From an optimization exercise on the open Yosys and OpenROAD flow, aimed at small area and a short achievable clock period; shortcuts taken in it are not production practice.
The RTL was checked by simulation tests, not by an equivalence proof against the original design.
Power is estimated from default activity; no workload was simulated.

$ cat flow/config.mk
export PLATFORM = sky130hd
export DESIGN_NAME = CPU
export DESIGN_NICKNAME = CPU
export VERILOG_FILES = /design/flow/design.v
export SDC_FILE = /design/flow/constraint.sdc
export NUM_CORES = 4
export LEC_CHECK = 0
export CAP_MARGIN = 20
export CORE_MARGIN = 2
export CORE_UTILIZATION = 25
export SLEW_MARGIN = 20
$ cat flow/constraint.sdc
create_clock -name core_clock -period 12.0 [get_ports {clock}]
set_input_delay 2.4000 -clock core_clock [delete_from_list [all_inputs] [get_ports {clock}]]
set_output_delay 2.4000 -clock core_clock [all_outputs]
set_load 0.01 [all_outputs]
$ cat flow/design.v
module Adder(
  input         io_cin,
  input  [31:0] io_A_in,
  input  [31:0] io_B_in,
  output        io_zero,
  output        io_carry,
  output        io_overflow,
  output        io_negative,
  output [31:0] io_O_out
);
  wire [31:0] _B_in_not_T_1 = ~io_B_in;  
  wire [31:0] B_in_not = io_cin ? _B_in_not_T_1 : io_B_in;  
  wire [32:0] _res_T = io_A_in + B_in_not;  
  wire [32:0] _GEN_0 = {{32'd0}, io_cin};  
  wire [33:0] res = _res_T + _GEN_0;  
  assign io_zero = io_O_out == 32'h0;  
  assign io_carry = res[32];  
  assign io_overflow = io_A_in[31] & B_in_not[31] & ~res[31] | ~io_A_in[31] & ~B_in_not[31] & res[31];  
  assign io_negative = res[31];  
  assign io_O_out = res[31:0];  
endmodule
module ALU(
  input         clock,
  input         reset,
  input  [31:0] io_A_in,
  input  [31:0] io_B_in,
  input  [3:0]  io_ALU_op,
  output [31:0] io_ALU_out,
  output        io_Zero,
  output        io_Less,
  output        io_Overflow_out
);
  wire  adder_io_cin;  
  wire [31:0] adder_io_A_in;  
  wire [31:0] adder_io_B_in;  
  wire  adder_io_zero;  
  wire  adder_io_carry;  
  wire  adder_io_overflow;  
  wire  adder_io_negative;  
  wire [31:0] adder_io_O_out;  
  wire  _ctrl_T_1 = ~io_ALU_op[3];  
  wire  _ctrl_T_3 = ~io_ALU_op[1];  
  wire  _ctrl_T_10 = ~io_ALU_op[3] & io_ALU_op[2] & io_ALU_op[0];  
  wire  _ctrl_T_14 = io_ALU_op[3] & io_ALU_op[1];  
  wire  ctrl_hi = ~io_ALU_op[3] & ~io_ALU_op[1] | ~io_ALU_op[3] & io_ALU_op[2] & io_ALU_op[0] | io_ALU_op[3] & io_ALU_op
    [1];  
  wire  _ctrl_T_18 = ~io_ALU_op[2];  
  wire  ctrl_hi_1 = _ctrl_T_1 & ~io_ALU_op[2] & _ctrl_T_3 | io_ALU_op[3] & ~io_ALU_op[2] & ~io_ALU_op[0] | io_ALU_op[2]
     & io_ALU_op[1] & ~io_ALU_op[0] | _ctrl_T_14;  
  wire  ctrl_lo = _ctrl_T_18 & _ctrl_T_3 | _ctrl_T_10 | io_ALU_op[3] & io_ALU_op[2] & io_ALU_op[1];  
  wire [2:0] ctrl = {ctrl_hi,ctrl_hi_1,ctrl_lo};  
  wire [31:0] _A_in_not_T_1 = ~io_A_in;  
  wire [31:0] A_in_not = io_ALU_op[0] ? _A_in_not_T_1 : io_A_in;  
  wire  tocount_31 = ~A_in_not[31];  
  wire  tocount_30 = tocount_31 & ~A_in_not[30];  
  wire  tocount_29 = tocount_30 & ~A_in_not[29];  
  wire  tocount_28 = tocount_29 & ~A_in_not[28];  
  wire  tocount_27 = tocount_28 & ~A_in_not[27];  
  wire  tocount_26 = tocount_27 & ~A_in_not[26];  
  wire  tocount_25 = tocount_26 & ~A_in_not[25];  
  wire  tocount_24 = tocount_25 & ~A_in_not[24];  
  wire  tocount_23 = tocount_24 & ~A_in_not[23];  
  wire  tocount_22 = tocount_23 & ~A_in_not[22];  
  wire  tocount_21 = tocount_22 & ~A_in_not[21];  
  wire  tocount_20 = tocount_21 & ~A_in_not[20];  
  wire  tocount_19 = tocount_20 & ~A_in_not[19];  
  wire  tocount_18 = tocount_19 & ~A_in_not[18];  
  wire  tocount_17 = tocount_18 & ~A_in_not[17];  
  wire  tocount_16 = tocount_17 & ~A_in_not[16];  
  wire  tocount_15 = tocount_16 & ~A_in_not[15];  
  wire  tocount_14 = tocount_15 & ~A_in_not[14];  
  wire  tocount_13 = tocount_14 & ~A_in_not[13];  
  wire  tocount_12 = tocount_13 & ~A_in_not[12];  
  wire  tocount_11 = tocount_12 & ~A_in_not[11];  
  wire  tocount_10 = tocount_11 & ~A_in_not[10];  
  wire  tocount_9 = tocount_10 & ~A_in_not[9];  
  wire  tocount_8 = tocount_9 & ~A_in_not[8];  
  wire  tocount_7 = tocount_8 & ~A_in_not[7];  
  wire  tocount_6 = tocount_7 & ~A_in_not[6];  
  wire  tocount_5 = tocount_6 & ~A_in_not[5];  
  wire  tocount_4 = tocount_5 & ~A_in_not[4];  
  wire  tocount_3 = tocount_4 & ~A_in_not[3];  
  wire  tocount_2 = tocount_3 & ~A_in_not[2];  
  wire  tocount_1 = tocount_2 & ~A_in_not[1];  
  wire  tocount_0 = tocount_1 & ~A_in_not[0];  
  wire [5:0] count_31 = {{5'd0}, tocount_31};  
  wire [5:0] _count_30_T_1 = count_31 + 6'h1;  
  wire [5:0] count_30 = tocount_30 ? _count_30_T_1 : count_31;  
  wire [5:0] _count_29_T_1 = count_30 + 6'h1;  
  wire [5:0] count_29 = tocount_29 ? _count_29_T_1 : count_30;  
  wire [5:0] _count_28_T_1 = count_29 + 6'h1;  
  wire [5:0] count_28 = tocount_28 ? _count_28_T_1 : count_29;  
  wire [5:0] _count_27_T_1 = count_28 + 6'h1;  
  wire [5:0] count_27 = tocount_27 ? _count_27_T_1 : count_28;  
  wire [5:0] _count_26_T_1 = count_27 + 6'h1;  
  wire [5:0] count_26 = tocount_26 ? _count_26_T_1 : count_27;  
  wire [5:0] _count_25_T_1 = count_26 + 6'h1;  
  wire [5:0] count_25 = tocount_25 ? _count_25_T_1 : count_26;  
  wire [5:0] _count_24_T_1 = count_25 + 6'h1;  
  wire [5:0] count_24 = tocount_24 ? _count_24_T_1 : count_25;  
  wire [5:0] _count_23_T_1 = count_24 + 6'h1;  
  wire [5:0] count_23 = tocount_23 ? _count_23_T_1 : count_24;  
  wire [5:0] _count_22_T_1 = count_23 + 6'h1;  
  wire [5:0] count_22 = tocount_22 ? _count_22_T_1 : count_23;  
  wire [5:0] _count_21_T_1 = count_22 + 6'h1;  
  wire [5:0] count_21 = tocount_21 ? _count_21_T_1 : count_22;  
  wire [5:0] _count_20_T_1 = count_21 + 6'h1;  
  wire [5:0] count_20 = tocount_20 ? _count_20_T_1 : count_21;  
  wire [5:0] _count_19_T_1 = count_20 + 6'h1;  
  wire [5:0] count_19 = tocount_19 ? _count_19_T_1 : count_20;  
  wire [5:0] _count_18_T_1 = count_19 + 6'h1;  
  wire [5:0] count_18 = tocount_18 ? _count_18_T_1 : count_19;  
  wire [5:0] _count_17_T_1 = count_18 + 6'h1;  
  wire [5:0] count_17 = tocount_17 ? _count_17_T_1 : count_18;  
  wire [5:0] _count_16_T_1 = count_17 + 6'h1;  
  wire [5:0] count_16 = tocount_16 ? _count_16_T_1 : count_17;  
  wire [5:0] _count_15_T_1 = count_16 + 6'h1;  
  wire [5:0] count_15 = tocount_15 ? _count_15_T_1 : count_16;  
  wire [5:0] _count_14_T_1 = count_15 + 6'h1;  
  wire [5:0] count_14 = tocount_14 ? _count_14_T_1 : count_15;  
  wire [5:0] _count_13_T_1 = count_14 + 6'h1;  
  wire [5:0] count_13 = tocount_13 ? _count_13_T_1 : count_14;  
  wire [5:0] _count_12_T_1 = count_13 + 6'h1;  
  wire [5:0] count_12 = tocount_12 ? _count_12_T_1 : count_13;  
  wire [5:0] _count_11_T_1 = count_12 + 6'h1;  
  wire [5:0] count_11 = tocount_11 ? _count_11_T_1 : count_12;  
  wire [5:0] _count_10_T_1 = count_11 + 6'h1;  
  wire [5:0] count_10 = tocount_10 ? _count_10_T_1 : count_11;  
  wire [5:0] _count_9_T_1 = count_10 + 6'h1;  
  wire [5:0] count_9 = tocount_9 ? _count_9_T_1 : count_10;  
  wire [5:0] _count_8_T_1 = count_9 + 6'h1;  
  wire [5:0] count_8 = tocount_8 ? _count_8_T_1 : count_9;  
  wire [5:0] _count_7_T_1 = count_8 + 6'h1;  
  wire [5:0] count_7 = tocount_7 ? _count_7_T_1 : count_8;  
  wire [5:0] _count_6_T_1 = count_7 + 6'h1;  
  wire [5:0] count_6 = tocount_6 ? _count_6_T_1 : count_7;  
  wire [5:0] _count_5_T_1 = count_6 + 6'h1;  
  wire [5:0] count_5 = tocount_5 ? _count_5_T_1 : count_6;  
  wire [5:0] _count_4_T_1 = count_5 + 6'h1;  
  wire [5:0] count_4 = tocount_4 ? _count_4_T_1 : count_5;  
  wire [5:0] _count_3_T_1 = count_4 + 6'h1;  
  wire [5:0] count_3 = tocount_3 ? _count_3_T_1 : count_4;  
  wire [5:0] _count_2_T_1 = count_3 + 6'h1;  
  wire [5:0] count_2 = tocount_2 ? _count_2_T_1 : count_3;  
  wire [5:0] _count_1_T_1 = count_2 + 6'h1;  
  wire [5:0] count_1 = tocount_1 ? _count_1_T_1 : count_2;  
  wire [5:0] _count_0_T_1 = count_1 + 6'h1;  
  wire [5:0] count_0 = tocount_0 ? _count_0_T_1 : count_1;  
  wire [31:0] _io_ALU_out_T = io_A_in ^ io_B_in;  
  wire [31:0] _io_ALU_out_T_1 = io_A_in | io_B_in;  
  wire [31:0] _io_ALU_out_T_3 = ~_io_ALU_out_T_1;  
  wire [31:0] _io_ALU_out_T_4 = io_A_in & io_B_in;  
  wire [15:0] io_ALU_out_hi = io_B_in[15] ? 16'hffff : 16'h0;  
  wire [15:0] io_ALU_out_lo = io_B_in[15:0];  
  wire [31:0] _io_ALU_out_T_9 = {io_ALU_out_hi,io_ALU_out_lo};  
  wire [23:0] io_ALU_out_hi_1 = io_B_in[7] ? 24'hffffff : 24'h0;  
  wire [7:0] io_ALU_out_lo_1 = io_B_in[7:0];  
  wire [31:0] _io_ALU_out_T_12 = {io_ALU_out_hi_1,io_ALU_out_lo_1};  
  wire [31:0] _io_ALU_out_T_13 = io_ALU_op[0] ? _io_ALU_out_T_9 : _io_ALU_out_T_12;  
  wire [31:0] _GEN_2 = ctrl == 3'h7 ? adder_io_O_out : 32'h0;  
  wire [31:0] _GEN_3 = ctrl == 3'h6 ? _io_ALU_out_T_13 : _GEN_2;  
  wire [31:0] _GEN_4 = ctrl == 3'h5 ? {{31'd0}, io_Less} : _GEN_3;  
  wire [31:0] _GEN_5 = ctrl == 3'h4 ? _io_ALU_out_T_4 : _GEN_4;  
  wire [31:0] _GEN_6 = ctrl == 3'h3 ? _io_ALU_out_T_3 : _GEN_5;  
  wire [31:0] _GEN_7 = ctrl == 3'h2 ? _io_ALU_out_T_1 : _GEN_6;  
  wire [31:0] _GEN_8 = ctrl == 3'h1 ? _io_ALU_out_T : _GEN_7;  
  Adder adder (  
    .io_cin(adder_io_cin),
    .io_A_in(adder_io_A_in),
    .io_B_in(adder_io_B_in),
    .io_zero(adder_io_zero),
    .io_carry(adder_io_carry),
    .io_overflow(adder_io_overflow),
    .io_negative(adder_io_negative),
    .io_O_out(adder_io_O_out)
  );
  assign io_ALU_out = ctrl == 3'h0 ? {{26'd0}, count_0} : _GEN_8;  
  assign io_Zero = adder_io_zero;  
  assign io_Less = io_ALU_op == 4'h7 ? ~adder_io_carry : adder_io_overflow ^ adder_io_negative;  
  assign io_Overflow_out = io_ALU_op[3:1] == 3'h7 & adder_io_overflow;  
  assign adder_io_cin = io_ALU_op[0];  
  assign adder_io_A_in = io_A_in;  
  assign adder_io_B_in = io_B_in;  
endmodule
module Shifter(
  input         clock,
  input         reset,
  input  [31:0] io_in,
  input  [4:0]  io_amount,
  input  [1:0]  io_operation,
  output [31:0] io_out
);
  wire [63:0] extended_in = {io_in,32'h0};  
  wire [62:0] _GEN_3 = {{31'd0}, io_in};  
  wire [62:0] _io_out_T = _GEN_3 << io_amount;  
  wire [31:0] _io_out_T_1 = io_in >> io_amount;  
  wire [31:0] _io_out_T_4 = $signed(io_in) >>> io_amount;  
  wire [63:0] _io_out_T_5 = extended_in >> io_amount;  
  wire [31:0] _io_out_T_9 = _io_out_T_5[63:32] | _io_out_T_5[31:0];  
  wire [31:0] _GEN_0 = io_operation == 2'h3 ? _io_out_T_4 : _io_out_T_9;  
  wire [31:0] _GEN_1 = io_operation == 2'h1 ? _io_out_T_1 : _GEN_0;  
  wire [62:0] _GEN_2 = io_operation == 2'h0 ? _io_out_T : {{31'd0}, _GEN_1};  
  assign io_out = _GEN_2[31:0];
endmodule
module Register(
  input          clock,
  input          reset,
  input  [4:0]   io_Rs_addr,
  input  [4:0]   io_Rt_addr,
  input  [4:0]   io_Rd_addr,
  input  [31:0]  io_Rd_in,
  input  [3:0]   io_Rd_byte_w_en,
  output [31:0]  io_Rs_out,
  output [31:0]  io_Rt_out,
  output [1023:0] io_register_for_peek
);
  wire [31:0] regs [0:31];
  assign io_Rs_out = regs[io_Rs_addr];
  assign io_Rt_out = regs[io_Rt_addr];
  genvar i;
  generate
    for (i = 0; i < 32; i = i + 1) begin : g_reg
      reg [31:0] r;
      assign regs[i] = r;
      assign io_register_for_peek[32*i +: 32] = r;
      always @(posedge clock) begin
        if (reset) begin
          r <= 32'h0;
        end else if (io_Rd_addr != 5'h0 && io_Rd_addr == i) begin
          if (io_Rd_byte_w_en[0]) r[7:0]     <= io_Rd_in[7:0];
          if (io_Rd_byte_w_en[1]) r[15:8]   <= io_Rd_in[15:8];
          if (io_Rd_byte_w_en[2]) r[23:16] <= io_Rd_in[23:16];
          if (io_Rd_byte_w_en[3]) r[31:24] <= io_Rd_in[31:24];
        end
      end
    end
  endgenerate
endmodule
module PCRegister(
  input         clock,
  input         reset,
  input  [29:0] io_w_data,
  input         io_w_en,
  output [29:0] io_pc
);
  reg [29:0] pc;
  assign io_pc = pc;
  always @(posedge clock) begin
    if (reset) pc <= 30'h0;
    else if (io_w_en) pc <= io_w_data;
  end
endmodule
module CPU(
  input         clock,
  input         reset,
  input  [31:0] io_instruction,
  output [31:0] io_register_for_peek_0,
  output [31:0] io_register_for_peek_1,
  output [31:0] io_register_for_peek_2,
  output [31:0] io_register_for_peek_3,
  output [31:0] io_register_for_peek_4,
  output [31:0] io_register_for_peek_5,
  output [31:0] io_register_for_peek_6,
  output [31:0] io_register_for_peek_7,
  output [31:0] io_register_for_peek_8,
  output [31:0] io_register_for_peek_9,
  output [31:0] io_register_for_peek_10,
  output [31:0] io_register_for_peek_11,
  output [31:0] io_register_for_peek_12,
  output [31:0] io_register_for_peek_13,
  output [31:0] io_register_for_peek_14,
  output [31:0] io_register_for_peek_15,
  output [31:0] io_register_for_peek_16,
  output [31:0] io_register_for_peek_17,
  output [31:0] io_register_for_peek_18,
  output [31:0] io_register_for_peek_19,
  output [31:0] io_register_for_peek_20,
  output [31:0] io_register_for_peek_21,
  output [31:0] io_register_for_peek_22,
  output [31:0] io_register_for_peek_23,
  output [31:0] io_register_for_peek_24,
  output [31:0] io_register_for_peek_25,
  output [31:0] io_register_for_peek_26,
  output [31:0] io_register_for_peek_27,
  output [31:0] io_register_for_peek_28,
  output [31:0] io_register_for_peek_29,
  output [31:0] io_register_for_peek_30,
  output [31:0] io_register_for_peek_31,
  output [29:0] io_pc_for_peek
);
  wire [29:0]   pc;
  wire [29:0]   pc_w_data;
  wire [31:0]   rs_out;
  wire [31:0]   rt_out;
  wire [1023:0] peek;
  wire [31:0]   shift_out;
  wire [31:0]   alu_out;
  wire          alu_zero;
  wire          alu_less;
  wire          alu_overflow;
  reg  [3:0]    alu_op;
  wire [5:0]  opcode  = io_instruction[31:26];
  wire [4:0]  rs      = io_instruction[25:21];
  wire [4:0]  rt      = io_instruction[20:16];
  wire [4:0]  rd      = io_instruction[15:11];
  wire [4:0]  shamt   = io_instruction[10:6];
  wire [5:0]  funct   = io_instruction[5:0];
  wire [15:0] imm     = io_instruction[15:0];
  wire [25:0] address = io_instruction[25:0];
  wire jump        = (opcode == 6'b000011) | (opcode == 6'b000000 & funct == 6'b001001);
  wire jal_or_jalr = (opcode == 6'b000000 & funct == 6'b001001);
  wire branch      = (opcode == 6'b000100) | (opcode == 6'b000101) | (opcode == 6'b000001);
  wire [1:0] branch_select = {opcode[2], opcode[2] ? opcode[0] : rt[0]};
  wire ext_w_sign  = ((opcode[3] | funct[3]) & ~opcode[2]) | branch;
  wire input_zero  = (opcode == 6'b000001);
  wire write_to_rt = opcode[3];
  wire write_to_31 = jump & ~jal_or_jalr;
  wire alu_or_shift_res = ((opcode[3:0] == 4'b0000) & ~funct[5]) | (opcode[2:0] == 3'b111);
  wire is_arithmetic = (opcode == 6'b001000) |
                       (opcode == 6'b000000 & (funct == 6'b100000 | funct == 6'b100010));
  wire operand_selector = (opcode == 6'b000000) | branch;
  wire lui_or_shift   = ~(opcode == 6'b001111);
  wire shift_r_or_amt = ~funct[2];
  wire [1:0] shift_op = (opcode == 6'b000000) ? {funct[0], funct[1]} : 2'b00;
  always @(*) begin
    if (opcode == 6'b001000 | (opcode == 6'b000000 & funct == 6'b100000))      alu_op = 4'b1110;  
    else if (opcode == 6'b001010 | (opcode == 6'b000000 & funct == 6'b101010)) alu_op = 4'b0101;  
    else if (opcode == 6'b001011 | (opcode == 6'b000000 & funct == 6'b101011)) alu_op = 4'b0111;  
    else if (opcode == 6'b001110 | (opcode == 6'b000000 & funct == 6'b100110)) alu_op = 4'b1001;  
    else if (opcode == 6'b001101 | (opcode == 6'b000000 & funct == 6'b100101)) alu_op = 4'b0110;  
    else if (opcode == 6'b001100 | (opcode == 6'b000000 & funct == 6'b100100)) alu_op = 4'b0100;  
    else if (opcode == 6'b000101 | opcode == 6'b000100 | opcode == 6'b000001)  alu_op = 4'b0001;  
    else if (opcode == 6'b000000 & funct == 6'b100010)                         alu_op = 4'b1111;  
    else                                                                       alu_op = 4'b0000;
  end
  wire [31:0] ext_imm = {{16{ext_w_sign ? imm[15] : 1'b0}}, imm};
  wire branch_condition = branch_select[1] ? (branch_select[0] ? ~alu_zero : alu_zero)
                                           : (branch_select[0] ? ~alu_less : alu_less);
  wire [29:0] pc_plus_4 = pc + 30'h1;
  assign pc_w_data = jump ? (jal_or_jalr ? rs_out[31:2] : {pc[29:26], address})
                          : ((branch & branch_condition) ? pc_plus_4 + ext_imm[29:0] : pc_plus_4);
  wire [4:0]  rt_addr = input_zero ? 5'h0 : rt;
  wire [4:0]  rd_addr = write_to_31 ? 5'h1f : (write_to_rt ? rt : rd);
  wire [31:0] rd_in   = jump ? {pc_plus_4, 2'b00} : (alu_or_shift_res ? shift_out : alu_out);
  wire [3:0]  rd_byte_w_en = (is_arithmetic & alu_overflow) ? 4'b0000 :
                             ((branch & ~jump) ? 4'b0000 : 4'b1111);
  wire [31:0] b_operand    = operand_selector ? rt_out : ext_imm;
  wire [4:0]  shift_amount = lui_or_shift ? (shift_r_or_amt ? shamt : rs_out[4:0]) : 5'd16;
  PCRegister pc_reg (
    .clock(clock),
    .reset(reset),
    .io_w_data(pc_w_data),
    .io_w_en(1'b1),
    .io_pc(pc)
  );
  Register registers (
    .clock(clock),
    .reset(reset),
    .io_Rs_addr(rs),
    .io_Rt_addr(rt_addr),
    .io_Rd_addr(rd_addr),
    .io_Rd_in(rd_in),
    .io_Rd_byte_w_en(rd_byte_w_en),
    .io_Rs_out(rs_out),
    .io_Rt_out(rt_out),
    .io_register_for_peek(peek)
  );
  Shifter shifter (
    .clock(clock),
    .reset(reset),
    .io_in(b_operand),
    .io_amount(shift_amount),
    .io_operation(shift_op),
    .io_out(shift_out)
  );
  ALU alu (
    .clock(clock),
    .reset(reset),
    .io_A_in(rs_out),
    .io_B_in(b_operand),
    .io_ALU_op(alu_op),
    .io_ALU_out(alu_out),
    .io_Zero(alu_zero),
    .io_Less(alu_less),
    .io_Overflow_out(alu_overflow)
  );
  assign io_pc_for_peek = pc;
  assign io_register_for_peek_0 = peek[31:0];
  assign io_register_for_peek_1 = peek[63:32];
  assign io_register_for_peek_2 = peek[95:64];
  assign io_register_for_peek_3 = peek[127:96];
  assign io_register_for_peek_4 = peek[159:128];
  assign io_register_for_peek_5 = peek[191:160];
  assign io_register_for_peek_6 = peek[223:192];
  assign io_register_for_peek_7 = peek[255:224];
  assign io_register_for_peek_8 = peek[287:256];
  assign io_register_for_peek_9 = peek[319:288];
  assign io_register_for_peek_10 = peek[351:320];
  assign io_register_for_peek_11 = peek[383:352];
  assign io_register_for_peek_12 = peek[415:384];
  assign io_register_for_peek_13 = peek[447:416];
  assign io_register_for_peek_14 = peek[479:448];
  assign io_register_for_peek_15 = peek[511:480];
  assign io_register_for_peek_16 = peek[543:512];
  assign io_register_for_peek_17 = peek[575:544];
  assign io_register_for_peek_18 = peek[607:576];
  assign io_register_for_peek_19 = peek[639:608];
  assign io_register_for_peek_20 = peek[671:640];
  assign io_register_for_peek_21 = peek[703:672];
  assign io_register_for_peek_22 = peek[735:704];
  assign io_register_for_peek_23 = peek[767:736];
  assign io_register_for_peek_24 = peek[799:768];
  assign io_register_for_peek_25 = peek[831:800];
  assign io_register_for_peek_26 = peek[863:832];
  assign io_register_for_peek_27 = peek[895:864];
  assign io_register_for_peek_28 = peek[927:896];
  assign io_register_for_peek_29 = peek[959:928];
  assign io_register_for_peek_30 = peek[991:960];
  assign io_register_for_peek_31 = peek[1023:992];
endmodule
$ cat flow/run.sh
#!/bin/bash
# synth_recipe.tcl (not shown) runs the flow's synth.tcl, then flattens the netlist and writes it again
# the make line also repeats each setting of config.mk as NAME=value (left out here)
make -C /OpenROAD-flow-scripts/flow DESIGN_CONFIG=/design/flow/config.mk WORK_HOME=/design/flow/orfs CLKGATE_MAP_FILE= SYNTH_SCRIPT=/design/flow/synth_recipe.tcl finish
==> results_dict.tcl <==
set metrics [dict create \
    vias_per_cell 6.83 \
    postRouteAntennaNets 0 \
    end_kind "register" \
    cp.depth 39 \
    routed_wirelength_um 658000 \
    cts.sinks 1022 \
    grtUsageMet2_pct 71.5 \
    synthSimpleGateAreaFrac_pct 19.4 \
    timing.fmax_mhz 87.1 \
    synth_top_area_share_pct 32.9 \
    min-delay-path-class "register to register" \
    critPathArrivalTime_ns 12.11 \
    path_max_fanout 30 \
    cellPowerDensity_nw_per_um2 112 \
    synthCells 8025 \
    reg2reg_slack_ns 3.01 \
    tightest_slew_ns 1.30 \
    cp_num_buf_inv 7 \
    synth_edf_count 0 \
    ctsResizeCount 0 \
    synth_top_family_by_area "compound AO/OA/AOI/OAI gates" \
    path_delay_family "compound AO/OA/AOI/OAI gates" \
    synth_cell_types 113 \
    hpwlAfterDp_um 513000 \
    yosysWarnings 3 \
    synth_area_leaders "dfxtp_1 (33%), o21ai_0 (5.7%), a22oi_1 (5.2%)" \
    gr-usage-met3_pct 18.1 \
    vias 86300 \
    cp_slowest_cell "nor2_4" \
    rows 183 \
    ir_drop_uv 119 \
    syn_area_per_cell_um2 7.76 \
    synth_adder_area_share_pct 2.63 \
    fin_crit_ns 11.48 \
    yosysMostFrequentCell "dfxtp_1" \
    yosysSeqAreaShare_pct 32.9 \
    slew_viol_final 0 \
    synth-main-ff-cell "dfxtp_1" \
    rsz0062_at_grt "false" \
    leakagePower_uw 0.0312 \
    criticalPathCategory "input pin to register" \
    cts.path.max_buffers 3 \
    finalSetupViolCount 0 \
    finalClockSkew_ns 0.0702 \
    portBuffers 1055 \
    grt_pass1_vias 77300 \
    cp.required_ns 12.62 \
    status "no timing/DRC/antenna violations" \
    r2r_start "registers.g_reg[23].r[1]" \
    place_area_um2 82800 \
    postCtsHoldBufs 0 \
    wl_per_cell_um 52.1 \
    relSlewSlack_pct 13.5 \
    fin_util_pct 34.9 \
    cts.clk_slew.worst_paths_ns 0.06 \
    drive_above_1_share_pct 14.6 \
    routabilityCongestion 1.12 \
    grt_max_degree 249 \
    cpPeakStageDelay_ns 0.71 \
    cts_tree "built" \
    worstReg2RegEnd "pc_reg.pc[23]" \
    grtUsageTotal_pct 49.6 \
    grt_overflow 0 \
    crit_top_cell "buf_4" \
    die_y_um 503 \
    final_hold_viol_count 0 \
    crit_start "io_instruction[29]" \
    core_um2 248000 \
    r2r_cells 36 \
    die_area_um2 253000 \
    synthTopCellsByCount "dfxtp_1 (1022), o21ai_0 (712), nor2_1 (705), clkbuf_1 (629), a21oi_1 (605)" \
    grt-busiest-layer "met2" \
    ys_seq_elements 1022 \
    clock_latency_ns 0.85 \
    drt_pass1_iterations 10 \
    cts_buffers 109 \
    hold_depth 2 \
    grt_pass1_wl_um 828000 \
    power_uw 9660 \
    htreeDepth 3 \
    layout.nets 9326 \
    ios 1088 \
    drv_cap 0 \
    grt.met1_usage_pct 58.7 \
    drc_errors 0 \
    crit_path_end "pc_reg.pc[23]" \
    setup_tns_ns 0 \
    largest_reg_flops 992 \
    drt-initial-drc-count 15700 \
    syn_area_um2 62300 \
    synth-compound-area-share_pct 32.6 \
    die_x_um 503 \
    synth_mux_area_share_pct 4.09 \
    synthXorXnorAreaFrac_pct 1.45 \
    async_flop_share_pct 0 \
    start_kind "input pin" \
    final_design_area_no_fill_um2 86600 \
    synth_top_area_cell "dfxtp_1" \
    initial_core_util_pct 25.1 \
    syn_to_final_growth_pct 39.2 \
    cts_root_buf "clkbuf_16" \
    period_share_pct 95.7 \
    cts_setup_buffers 0 \
    antenna_found_initial 89 \
]
cell type report:
type                    instances  area [um2]
clock inverters                48         673
well taps                    3330        4170
repair buffers               1925       19100
diodes                         55         138
multi-input cells            6002       38700
clock buffers                 153        3050
inverters                     103         394
fillers                     25700      162000
flip-flops and latches       1022       20500
logic make-up after synthesis:
family / Yosys count
other cells: 1
simple gates: 2478
fa+ha+maj: 129
flops: 1022
mux: 242
xor+xnor: 103
compound gates: 3018
buf+inv: 1032
cell usage in the layout, fill, tap and decap left out, types with 110 or more instances in the layout:
master           Yosys  layout
mux2i_1            187     184
a22o_1             112     112
and3_1             144     143
nand2_1            578     574
buf_12               0     160
a211oi_1           343     316
buf_4               42     715
dfxtp_1           1022    1022
a21oi_1            605     594
o21ai_0            712     709
clkdlybuf4s50_1      0    1044
clkbuf_16            0     110
nand3_1            426     426
nor2_1             705     658
nand4_1            144     144
a22oi_1            432     429
ha_1               126     126
per-stage QoR:
| step | instances | setup WS, ns | hold slack, ns |
|---|---|---|---|
| floorplan | 8056 | 2.03 | 0.496 |
| global placement | 12400 | -0.0575 | 0.536 |
| detailed placement | 12400 | 0.0458 | 0.542 |
| CTS | 12600 | 0.866 | 0.554 |
| global route | 12600 | 0.174 | 0.588 |
| finish | 12600 | 0.515 | 0.556 |
tightest hold or removal path: stages, from the launching register on:
cell      delay (ns)
dfxtp_1         0.35
nor2_1          0.11
a211oi_1        0.05
how the worst min path moves through the flow:
stage	from	endpoint	slack, ns
2_1_floorplan	registers.g_reg[10].r[20]	registers.g_reg[10].r[20]	0.50
3_3_place_gp	registers.g_reg[30].r[3]	registers.g_reg[30].r[3]	0.54
3_5_place_dp	registers.g_reg[30].r[3]	registers.g_reg[30].r[3]	0.54
4_1_cts	registers.g_reg[30].r[3]	registers.g_reg[30].r[3]	0.55
5_1_grt	registers.g_reg[13].r[17]	registers.g_reg[13].r[17]	0.59
6_report	registers.g_reg[30].r[3]	registers.g_reg[30].r[3]	0.56
power by group:
part	internal (uW)	total [uW]	switching (uW)
registers	3470	3730	262
logic	654	2300	1650
clock network	1990	3630	1640
routing by layer:
metal | vias to the layer above | share of wire [%]
met5 | - | 0.070
met1 | 43000 | 37
li1 | 32500 | -
met4 | 50 | 10
met3 | 2489 | 12
met2 | 8194 | 41

static timing again, ports no longer ideal:
In the flow no input, the clock included, has a driving cell. The finished layout below was timed again as built, in two steps.
Step 1 sets driving cells, clkbuf_16 on the clock port and buf_2 on the other inputs (assumed; they add their load-dependent delay and slew).
Step 2 adds t to the input delays and takes it off the output delays; t is the mean of the earliest and latest rising clock arrival at the registers after step 1. Input paths then give back, and output paths get back, about the clock's delay inside the block.
Three values: ideal ports, drivers, drivers and shift; two values: the first two.
t (ns): 0.934
setup WS [ns]: 0.515 / 0.612 / -0.322
worst setup path after step 2: input to register
cell pins on the clock port's net: 1
Met with ideal ports but missed after step 2: setup timing in this run. The setup slack of this run moves by +0.097 ns with the drivers and by -0.837 ns with both steps.
